From an optimization exercise on the open Yosys and OpenROAD flow, aimed at small area and a short achievable clock period; shortcuts taken in it are not production practice.
At most, simulation tests tie the RTL to the original design; equivalence was not proved.

## exp/ember
Design part2, start of the top module:
module part2 (
    clear,
    clock,
    digit,
    digit_valid,
    end_of_line,
    total,
    line_result
);
==> flow/config.mk <==
export PLATFORM = sky130hd
export DESIGN_NAME = part2
export DESIGN_NICKNAME = part2
export VERILOG_FILES = /design/flow/design.v
export SDC_FILE = /design/flow/constraint.sdc
export NUM_CORES = 4
export LEC_CHECK = 0
export ABC_AREA = 1
export CAP_MARGIN = 20
export CORE_MARGIN = 2
export CORE_UTILIZATION = 40
export SETUP_SLACK_MARGIN = 2.2
export SLEW_MARGIN = 20
==> flow/constraint.sdc <==
create_clock -name core_clock -period 6.5 [get_ports {clock}]
set_input_delay 1.3000 -clock core_clock [delete_from_list [all_inputs] [get_ports {clock}]]
set_output_delay 1.3000 -clock core_clock [all_outputs]
set_load 0.01 [all_outputs]
standard.sh (not shown) runs the stock make flow with config.mk's settings and CLKGATE_MAP_FILE= SYNTH_SCRIPT=/design/flow/synth_recipe.tcl, a recipe that flattens the netlist after the stock synthesis.
==> flow/flow/run.sh <==
#!/bin/bash
# The standard layout (standard.sh), with these changes:
#  - synthesis leaves adders to ABC as plain gates (ADDER_MAP_FILE empty: no
#    full or half adder cells), so ABC can restructure the arithmetic;
#  - ABC's area script maps for a delay target (flow/abc_area.script) instead
#    of the unreachable default, so it can recover area off the critical paths;
set -euo pipefail
here=$(pwd)
rm -rf "$here/synth_scripts"
cp -r "$FLOW_HOME/scripts" "$here/synth_scripts"
cp "$here/flow/abc_area.script" "$here/synth_scripts/abc_area.script"
bash standard.sh ADDER_MAP_FILE= SCRIPTS_DIR="$here/synth_scripts" synth > synth.log 2>&1
export BUFFER_PORTS_ARGS="-buffer_cell sky130_fd_sc_hd__buf_2"
bash standard.sh ADDER_MAP_FILE= "BUFFER_PORTS_ARGS=$BUFFER_PORTS_ARGS" finish > layout.log 2>&1
==> flow/flow/abc_area.script <==
strash
dch -f
map -D 3500 -A 0.9
topo
stime -c
buffer -c
upsize -c -D 3500
dnsize -c -D 3500
exp/ember went all the way through the flow, and no timing, DRC or antenna check failed.
[inputs] exp/maple vs exp/ember
- SETUP_SLACK_MARGIN: 2.2 -> 2.9
==> flow/flow/abc_area.script <==
strash
dch -f
map -D 2500 -A 0.9
topo
stime -c
buffer -c
upsize -c -D 2500
dnsize -c -D 2500
--- outcome ---
exp/maple completed every stage of the flow, and the final layout passed the timing, DRC and antenna checks.
When exp/maple is set beside exp/ember, its via count turns out to be 3.9% larger.
exp/maple vs exp/ember, final non-filler cell area went up by 1200 um2.
Compared with exp/ember, in exp/maple total number of sequential cells saw little to no change, starting density of the core now sits lower, maximum clock rate increased 17%, sequential share of layout area decreased by 1.1 points relative to the old numbers, area added between synthesis and finish rose by 2.3 points.
For exp/harbor, these inputs were changed with respect to exp/maple:
- a change of SETUP_SLACK_MARGIN from 2.9 to 2.6
--- outcome ---
exp/harbor vs exp/maple: filler cell count up in exp/harbor
Compare exp/harbor and exp/maple | final cycle utilization of the critical path lower: exp/maple
Taking exp/maple as the reference, in exp/harbor die boundary height neither gained nor lost much; final wirelength fell about 2.4%; sequential share of layout area now sits higher; number of vias in the routed layout went down by about 2.5%; number of cells in the finished layout apart from fillers shrank by 1.1%.
Against exp/maple as the reference, exp/harbor delivers a higher slew at the pin with the worst max-slew slack.
exp/harbor ends up with lower share of final-layout standard cells stronger than drive strength 1 than exp/maple does.
exp/maple -> exp/harbor: total negative setup slack delta 0, exact match
Relative to exp/harbor, the following input files were edited for exp/amber:
- SETUP_SLACK_MARGIN: 2.6 -> 2.9
==> flow/flow/abc_area.script <==
strash
dch -f
map -D 2000 -A 0.9
topo
stime -c
buffer -c
upsize -c -D 2000
dnsize -c -D 2000
Findings:
- Compared with exp/harbor, in exp/amber overflow left after global routing flat, complex-gate fraction of the synthesized area up 2.5 points, register-to-register path setup slack up 0.08 ns.
- Count of mapped cells out of synthesis was higher in the run labelled exp/amber.
- Footprint of the multi-input gates delta for exp/amber relative to exp/harbor: 15% higher
> inputs changed (exp/amber -> exp/sierra)
- SETUP_SLACK_MARGIN now 2.6, was 2.9
==> flow/flow/abc_area.script <==
strash
dch -f
map -D 3000 -A 0.9
topo
stime -c
buffer -c
upsize -c -D 3000
dnsize -c -D 3000
Findings:
exp/sierra finished end to end and its layout was clean on timing, DRC and antenna. [exp/sierra] die span in x fell about 5% relative to exp/amber. Critical path data required time: lower on exp/amber. Diff exp/amber and exp/sierra: relative area change from synthesis to final layout lower in exp/amber. For the setup slack of the critical path after layout, exp/sierra came in 0.11 ns lower than exp/amber did. Final instance area (exp/sierra / exp/amber): 0.907.


Another version of the RTL of part2 (not shown whole).
Size in the first run: ~2800 cells after synthesis, about 160 flip-flops, ~120 I/O pins.
Design part2, start of the top module:
module part2 (
    clear,
    clock,
    digit,
    digit_valid,
    end_of_line,
    total,
    line_result
);
==> flow/config.mk <==
export PLATFORM = sky130hd
export DESIGN_NAME = part2
export DESIGN_NICKNAME = part2
export VERILOG_FILES = /design/flow/design.v
export SDC_FILE = /design/flow/constraint.sdc
export NUM_CORES = 4
export LEC_CHECK = 0
export ABC_AREA = 1
export CAP_MARGIN = 10
export CORE_MARGIN = 2
export CORE_UTILIZATION = 40
export CTS_BUF_LIST = sky130_fd_sc_hd__clkbuf_8
export SETUP_SLACK_MARGIN = 2.75
export SLEW_MARGIN = 10
==> flow/constraint.sdc <==
create_clock -name core_clock -period 6.5 [get_ports {clock}]
set_input_delay 1.3000 -clock core_clock [delete_from_list [all_inputs] [get_ports {clock}]]
set_output_delay 1.3000 -clock core_clock [all_outputs]
set_load 0.01 [all_outputs]
==> flow/flow/abc_area.script <==
strash
dch -f
map -D 2500 -A 0.9
topo
stime -c
buffer -c
upsize -c -D 2500
dnsize -c -D 2500
Scripts as last shown in full above: flow/flow/run.sh
==> next run, changes <==
Settings changed: CAP_MARGIN 10 to 20, CORE_UTILIZATION 40 to 45, SLEW_MARGIN 10 to 20.
What happened: The changed run went through all stages and came out clean; count of clock-buffer cells in the layout went down by 1; sequential share of layout area hardly moves; via count hardly moves; worst hold slack is worse by 0.0054 ns.
==> next run, changes <==
==> flow/flow/abc_area.script (replaced) <==
strash
dch -f
map -D 2700 -A 0.9
topo
stime -c
buffer -c
upsize -c -D 2700
dnsize -c -D 2700
Settings changed: CORE_UTILIZATION 45 to 40.
After rerunning:
- The changed run produced a clean layout
- final area is higher slightly
- flip-flop and latch count does not change
- wire length is lower slightly
- fmax barely changes
- clock-buffer cell count is higher by 1
- die area is higher by roughly a tenth
- synthesized cell count is about the same
- sequential share of layout area is lower by 0.27 points
==> next run, changes <==
==> flow/flow/abc_area.script (replaced) <==
strash
dch -f
map -D 2500 -A 0.9
topo
stime -c
buffer -c
upsize -c -D 2500
dnsize -c -D 2500
Settings changed: GPL_ROUTABILITY_DRIVEN set to 0.
Effect: The new run completed without violations; wire length hardly moves; maximum frequency barely changes; worst hold slack loses 0.015 ns; cell area went down by 1.8%; area after synthesis stays flat; utilization went down by 0.81 points; global-route usage went down by 0.10 points.


part2, a different RTL version from the one above (not shown whole).
For scale: ~160 flip-flops, roughly 16,000 sq um of cells after synthesis.
Settings: LEC_CHECK=0, ABC_AREA=1, CAP_MARGIN=20, CORE_MARGIN=2, CORE_UTILIZATION=40, SETUP_SLACK_MARGIN=2.6, SLEW_MARGIN=20; clock period 6.5 ns.
==> flow/flow/run.sh <==
#!/bin/bash
# The standard layout (standard.sh), with these changes:
#  - synthesis leaves adders to ABC as plain gates (ADDER_MAP_FILE empty: no
#    full or half adder cells), so ABC can restructure the arithmetic;
#  - ABC's area script maps for a delay target (flow/abc_area.script) instead
#    of the unreachable default, so it can recover area off the critical paths;
set -euo pipefail
here=$(pwd)
rm -rf "$here/synth_scripts"
cp -r "$FLOW_HOME/scripts" "$here/synth_scripts"
cp "$here/flow/abc_area.script" "$here/synth_scripts/abc_area.script"
bash standard.sh ADDER_MAP_FILE= SCRIPTS_DIR="$here/synth_scripts" synth > synth.log 2>&1
export BUFFER_PORTS_ARGS="-buffer_cell sky130_fd_sc_hd__buf_1"
bash standard.sh ADDER_MAP_FILE= "BUFFER_PORTS_ARGS=$BUFFER_PORTS_ARGS" finish > layout.log 2>&1
==> flow/flow/abc_area.script <==
strash
dch -f
map -D 2500 -A 0.9
topo
stime -c
buffer -c
upsize -c -D 2500
dnsize -c -D 2500
==> next run, changes <==
--- a/flow/flow/run.sh
+++ b/flow/flow/run.sh
@@ -12,3 +12,3 @@
 bash standard.sh ADDER_MAP_FILE= SCRIPTS_DIR="$here/synth_scripts" synth > synth.log 2>&1
-export BUFFER_PORTS_ARGS="-buffer_cell sky130_fd_sc_hd__buf_1"
+export BUFFER_PORTS_ARGS="-buffer_cell sky130_fd_sc_hd__buf_2"
 bash standard.sh ADDER_MAP_FILE= "BUFFER_PORTS_ARGS=$BUFFER_PORTS_ARGS" finish > layout.log 2>&1
Settings changed: SETUP_SLACK_MARGIN 2.6 to 2.75.
=> Count of clock-buffer cells in the layout goes up by 1. Die area does not change. Global-route usage drops by 0.34 points.
==> next run, changes <==
Settings changed: SETUP_SLACK_MARGIN 2.75 to 2.6.
The new run completed without violations.
Worst setup slack got worse by 0.045 ns.
Final area decreases by 1.1%.
Routed wire length fell by 0.32%.
Maximum frequency decreases by 1.2%.
Synthesized area is unchanged.
Sequential cell count does not change.
Core utilization drops by 0.49 points.
Final cell count hardly moves.
Worst hold slack is about the same.
==> next run, changes <==
Settings changed: SETUP_SLACK_MARGIN 2.6 to 2.45.
After rerunning: Design area went down slightly. Wire length barely changes. Core utilization went down by 0.18 points. Fmax went down by a few percent.


RTL: one of the versions met above, not the one the previous note started from.
export LEC_CHECK = 0
export ABC_AREA = 1
export CAP_MARGIN = 20
export CORE_MARGIN = 2
export CORE_UTILIZATION = 40
export CTS_BUF_LIST = sky130_fd_sc_hd__clkbuf_4 sky130_fd_sc_hd__clkbuf_8
export SETUP_SLACK_MARGIN = 2.75
export SLEW_MARGIN = 20
create_clock -name core_clock -period 6.5 [get_ports {clock}]
==> flow/flow/run.sh <==
#!/bin/bash
# The standard layout (standard.sh), with these changes:
#  - synthesis leaves adders to ABC as plain gates (ADDER_MAP_FILE empty: no
#    full or half adder cells), so ABC can restructure the arithmetic;
#  - ABC's area script maps for a delay target (flow/abc_area.script) instead
#    of the unreachable default, so it can recover area off the critical paths;
set -euo pipefail
here=$(pwd)
rm -rf "$here/synth_scripts"
cp -r "$FLOW_HOME/scripts" "$here/synth_scripts"
cp "$here/flow/abc_area.script" "$here/synth_scripts/abc_area.script"
bash standard.sh ADDER_MAP_FILE= SCRIPTS_DIR="$here/synth_scripts" synth > synth.log 2>&1
export BUFFER_PORTS_ARGS="-buffer_cell sky130_fd_sc_hd__buf_2"
bash standard.sh ADDER_MAP_FILE= "BUFFER_PORTS_ARGS=$BUFFER_PORTS_ARGS" finish > layout.log 2>&1
Scripts as last shown in full above: flow/flow/abc_area.script
The first run ran to the end with no violations.
Then changed:
- CTS_BUF_LIST: sky130_fd_sc_hd__clkbuf_4 sky130_fd_sc_hd__clkbuf_8 -> default
- SETUP_SLACK_MARGIN: 2.75 -> 3.05
After rerunning:
- register-to-register slack improves by 0.05 ns
- fmax increases by 0.84%
- utilization increases by 4.2 points
- final cell count rose by 1.8%
- routed wire length rises by 5.2%
- worst setup slack improved by 0.030 ns
- global-route usage went up by 0.31 points
Then changed:
==> flow/flow/abc_area.script (replaced) <==
strash
dch -f
map -D 2300 -A 0.9
topo
stime -c
buffer -c
upsize -c -D 2300
dnsize -c -D 2300
- CTS_BUF_LIST: default -> sky130_fd_sc_hd__clkbuf_8
- SETUP_SLACK_MARGIN: 3.05 -> 2.75
- cell count climbs slightly
- area after synthesis rose by a few percent
- utilization went down by 4.2 points
- cell area fell by a few percent
- routed wire length is about the same
- via count rises by a few percent
- non-clock buffer count goes down by 58
Then changed:
==> flow/flow/abc_area.script (replaced) <==
strash
dch -f
map -D 2500 -A 0.9
topo
stime -c
buffer -c
upsize -c -D 2500
dnsize -c -D 2500
- CTS_BUF_LIST: sky130_fd_sc_hd__clkbuf_8 -> default
- SETUP_SLACK_MARGIN: 2.75 -> 2.9
- The new run passed the timing, DRC and antenna checks
- cell area went up slightly
- synthesized cell count fell by a few percent
- sequential cell count does not change
- worst hold slack is better by 0.013 ns
Then changed:
- CTS_BUF_LIST: default -> sky130_fd_sc_hd__clkbuf_8
- SETUP_SLACK_MARGIN: 2.9 -> 2.75
- TNS_END_PERCENT: default -> 20
The changed run went through all stages and came out clean.
Non-clock buffer count fell by 29.
Global-route usage rises by 0.12 points.
Worst setup slack got worse by 0.17 ns.


## job 101
Another version of the RTL of part2 (not shown whole).
Size: roughly 3,400 cells after synthesis, about 120 I/O pins, roughly 19,000 um2 of cells after synthesis.
clock: 6.5 ns
lec_check: 0
abc_area: 1
cap_margin: 20
core_margin: 2
core_utilization: 40
slew_margin: 20
==> flow/flow/run.sh <==
#!/bin/bash
# The standard layout, except that synthesis maps adders to plain gates
# (no full/half adder cells), so ABC can restructure the arithmetic.
set -euo pipefail
bash standard.sh ADDER_MAP_FILE= finish > standard_flow.log 2>&1
Job 101: no failed stages, no open violations at the end
Setup changes, job 101 to job 102
# job 101
export LEC_CHECK = 0
export ABC_AREA = 1
export CAP_MARGIN = 20
export CORE_MARGIN = 2
export CORE_UTILIZATION = 40
export SLEW_MARGIN = 20
create_clock -name core_clock -period 6.5 [get_ports {clock}]
# job 102
export LEC_CHECK = 0
export CAP_MARGIN = 20
export CORE_MARGIN = 2
export CORE_UTILIZATION = 40
export SLEW_MARGIN = 20
create_clock -name core_clock -period 6.5 [get_ports {clock}]
==> flow/run.sh (new file) <==
#!/bin/bash
# synth_recipe.tcl (not shown) runs the flow's synth.tcl, then flattens the netlist and writes it again
# the make line also repeats each setting of config.mk as NAME=value (left out here)
make -C /OpenROAD-flow-scripts/flow DESIGN_CONFIG=/design/flow/config.mk WORK_HOME=/design/flow/orfs CLKGATE_MAP_FILE= SYNTH_SCRIPT=/design/flow/synth_recipe.tcl finish
removed: flow/flow/run.sh
removed: flow/standard.sh
## What came out
Going from job 101 to job 102, design area fell by about 9%; die footprint fell by 10%; wire length of the first global-routing pass fell by about 22%.
Post-route minimum period: job 102 vs job 101 up 1.56 ns
For diode insertion count for antenna repair, job 102 and job 101 come out practically identical.
Row count of buffers not belonging to the clock network in the layout: job 102 higher / job 101 lower
Job 102 reached the end of the flow, and the finished layout is clean on the timing, DRC and antenna checks.
#### Input delta (job 103 over job 102)
# job 102
export LEC_CHECK = 0
export CAP_MARGIN = 20
export CORE_MARGIN = 2
export CORE_UTILIZATION = 40
export SLEW_MARGIN = 20
create_clock -name core_clock -period 6.5 [get_ports {clock}]
# job 103
export LEC_CHECK = 0
export ABC_AREA = 1
export CAP_MARGIN = 20
export CORE_MARGIN = 2
export CORE_UTILIZATION = 40
export SETUP_SLACK_MARGIN = 2.5
export SLEW_MARGIN = 20
create_clock -name core_clock -period 6.5 [get_ports {clock}]
==> flow/flow/run.sh (new file) <==
#!/bin/bash
# The standard layout, except that synthesis maps adders to plain gates
# (no full/half adder cells), so ABC can restructure the arithmetic.
set -euo pipefail
bash standard.sh ADDER_MAP_FILE= finish > standard_flow.log 2>&1
==> flow/standard.sh (new file) <==
#!/bin/bash
# synth_recipe.tcl (not shown) runs the flow's synth.tcl, then flattens the netlist and writes it again
# the make line also repeats each setting of config.mk as NAME=value (left out here)
make -C /OpenROAD-flow-scripts/flow DESIGN_CONFIG=/design/flow/config.mk WORK_HOME=/design/flow/orfs CLKGATE_MAP_FILE= SYNTH_SCRIPT=/design/flow/synth_recipe.tcl "${@:-finish}"
removed: flow/run.sh
==> run summary <==
- Job 103: no failed stages, no open violations at the end
- Starting density of the core: job 102 vs job 103 — no meaningful difference
- Taking job 102 as the reference, in job 103 CTS clock-pin slew for the worst setup and hold paths saw little to no change; die boundary width saw an increase.
For job 104, these inputs were changed with respect to job 103:
# job 103
export LEC_CHECK = 0
export ABC_AREA = 1
export CAP_MARGIN = 20
export CORE_MARGIN = 2
export CORE_UTILIZATION = 40
export SETUP_SLACK_MARGIN = 2.5
export SLEW_MARGIN = 20
create_clock -name core_clock -period 6.5 [get_ports {clock}]
# job 104
export LEC_CHECK = 0
export ABC_AREA = 1
export CAP_MARGIN = 20
export CORE_MARGIN = 2
export CORE_UTILIZATION = 40
export SLEW_MARGIN = 20
create_clock -name core_clock -period 6.5 [get_ports {clock}]
==> flow/run.sh (new file) <==
#!/bin/bash
# synth_recipe.tcl (not shown) runs the flow's synth.tcl, then flattens the netlist and writes it again
# the make line also repeats each setting of config.mk as NAME=value (left out here)
make -C /OpenROAD-flow-scripts/flow DESIGN_CONFIG=/design/flow/config.mk WORK_HOME=/design/flow/orfs CLKGATE_MAP_FILE= SYNTH_SCRIPT=/design/flow/synth_recipe.tcl finish
removed: flow/flow/run.sh
removed: flow/standard.sh
[summary]
- Per the final summary, job 104 finished and its layout is clean on timing, DRC and antenna.
- Against job 103, job 104 comes in 20 points higher on ratio of final minimum period to clock period.
- Job 104 against job 103: minimum setup slack after placement saw a decrease.
- Changes observed in job 104 relative to job 103: worst setup slack fell 1.28 ns, total of plain and repair buffers excluding clock buffers fell about 16%.
- Delta (job 104 minus job 103): routed wire length moved down, initial core utilization moved down.
No functional check of the RTL was part of any run of this note.

[separate check: timing with driven ports]
Ports are ideal in the flow. The routed layouts listed here were re-timed in OpenROAD.
Step 1: set_driving_cell puts a clkbuf_16 on clock and a buf_2 on each other input, an assumption about the parent block.
Step 2 adds t to the input delays and takes it off the output delays; t is the mean of the earliest and latest rising clock arrival at the registers after step 1. Input paths then give back, and output paths get back, about the clock's delay inside the block.
a / b / c = no drivers / after step 1 / after step 2; a / b = the first two.
| run | t, ns | setup slack, ns | hold WS [ns] | worst setup path after step 2 |
|---|---|---|---|---|
| exp/ember | 0.501 | 2.351 / 2.351 / 2.252 | 0.462 / 0.462 / 0.462 | input to register |
| exp/maple | 0.512 | 2.952 / 2.896 / 2.625 | 0.469 / 0.469 / 0.469 | input to register |
| exp/harbor | 0.508 | 2.806 / 2.751 / 2.444 | 0.459 / 0.459 / 0.459 | input to register |
| exp/amber | 0.514 | 2.891 / 2.838 / 2.708 | 0.474 / 0.474 / 0.474 | input to register |
| exp/sierra | 0.496 | 2.785 / 2.744 / 2.472 | 0.472 / 0.472 / 0.472 | input to register |
| the first run of note 2 | 0.565 | 2.899 / 2.848 / 2.621 | 0.480 / 0.480 / 0.480 | input to register |
| the second run of note 2 | 0.536 | 2.909 / 2.858 / 2.535 | 0.475 / 0.475 / 0.475 | input to register |
| the third run of note 2 | 0.557 | 2.903 / 2.851 / 2.556 | 0.492 / 0.492 / 0.492 | input to register |
| the fourth run of note 2 | 0.575 | 2.908 / 2.852 / 2.650 | 0.477 / 0.477 / 0.477 | input to register |
| the first run of note 3 | 0.512 | 2.789 / 2.735 / 2.531 | 0.477 / 0.477 / 0.477 | input to register |
| the second run of note 3 | 0.512 | 2.864 / 2.814 / 2.576 | 0.475 / 0.475 / 0.475 | input to register |
| the third run of note 3 | 0.513 | 2.820 / 2.769 / 2.471 | 0.475 / 0.475 / 0.475 | input to register |
| the fourth run of note 3 | 0.512 | 2.717 / 2.666 / 2.433 | 0.475 / 0.475 / 0.475 | input to register |
| the first run of note 4 | 0.565 | 2.899 / 2.848 / 2.621 | 0.480 / 0.480 / 0.480 | input to register |
| the second run of note 4 | 0.520 | 2.929 / 2.872 / 2.751 | 0.472 / 0.472 / 0.472 | input to register |
| the third run of note 4 | 0.566 | 2.852 / 2.801 / 2.522 | 0.475 / 0.475 / 0.475 | input to register |
| the fourth run of note 4 | 0.520 | 2.971 / 2.912 / 2.662 | 0.488 / 0.488 / 0.488 | input to register |
| the fifth run of note 4 | 0.565 | 2.801 / 2.749 / 2.484 | 0.480 / 0.480 / 0.480 | input to register |
| job 101 | 0.549 | 2.154 / 2.097 / 2.462 | 0.466 / 0.466 / 0.466 | input to register |
| job 102 | 0.520 | 0.589 / 0.589 / 0.589 | 0.472 / 0.472 / 0.472 | register to register |
| job 103 | 0.551 | 2.597 / 2.540 / 2.454 | 0.466 / 0.466 / 0.466 | input to register |
| job 104 | 0.526 | 1.322 / 1.264 / 1.685 | 0.462 / 0.462 / 0.462 | register to register |
After both steps every run listed still meets setup and hold. For the second run of note 2, which loses most, drivers alone change the setup slack by -0.051 ns; drivers and shift together by -0.374 ns.
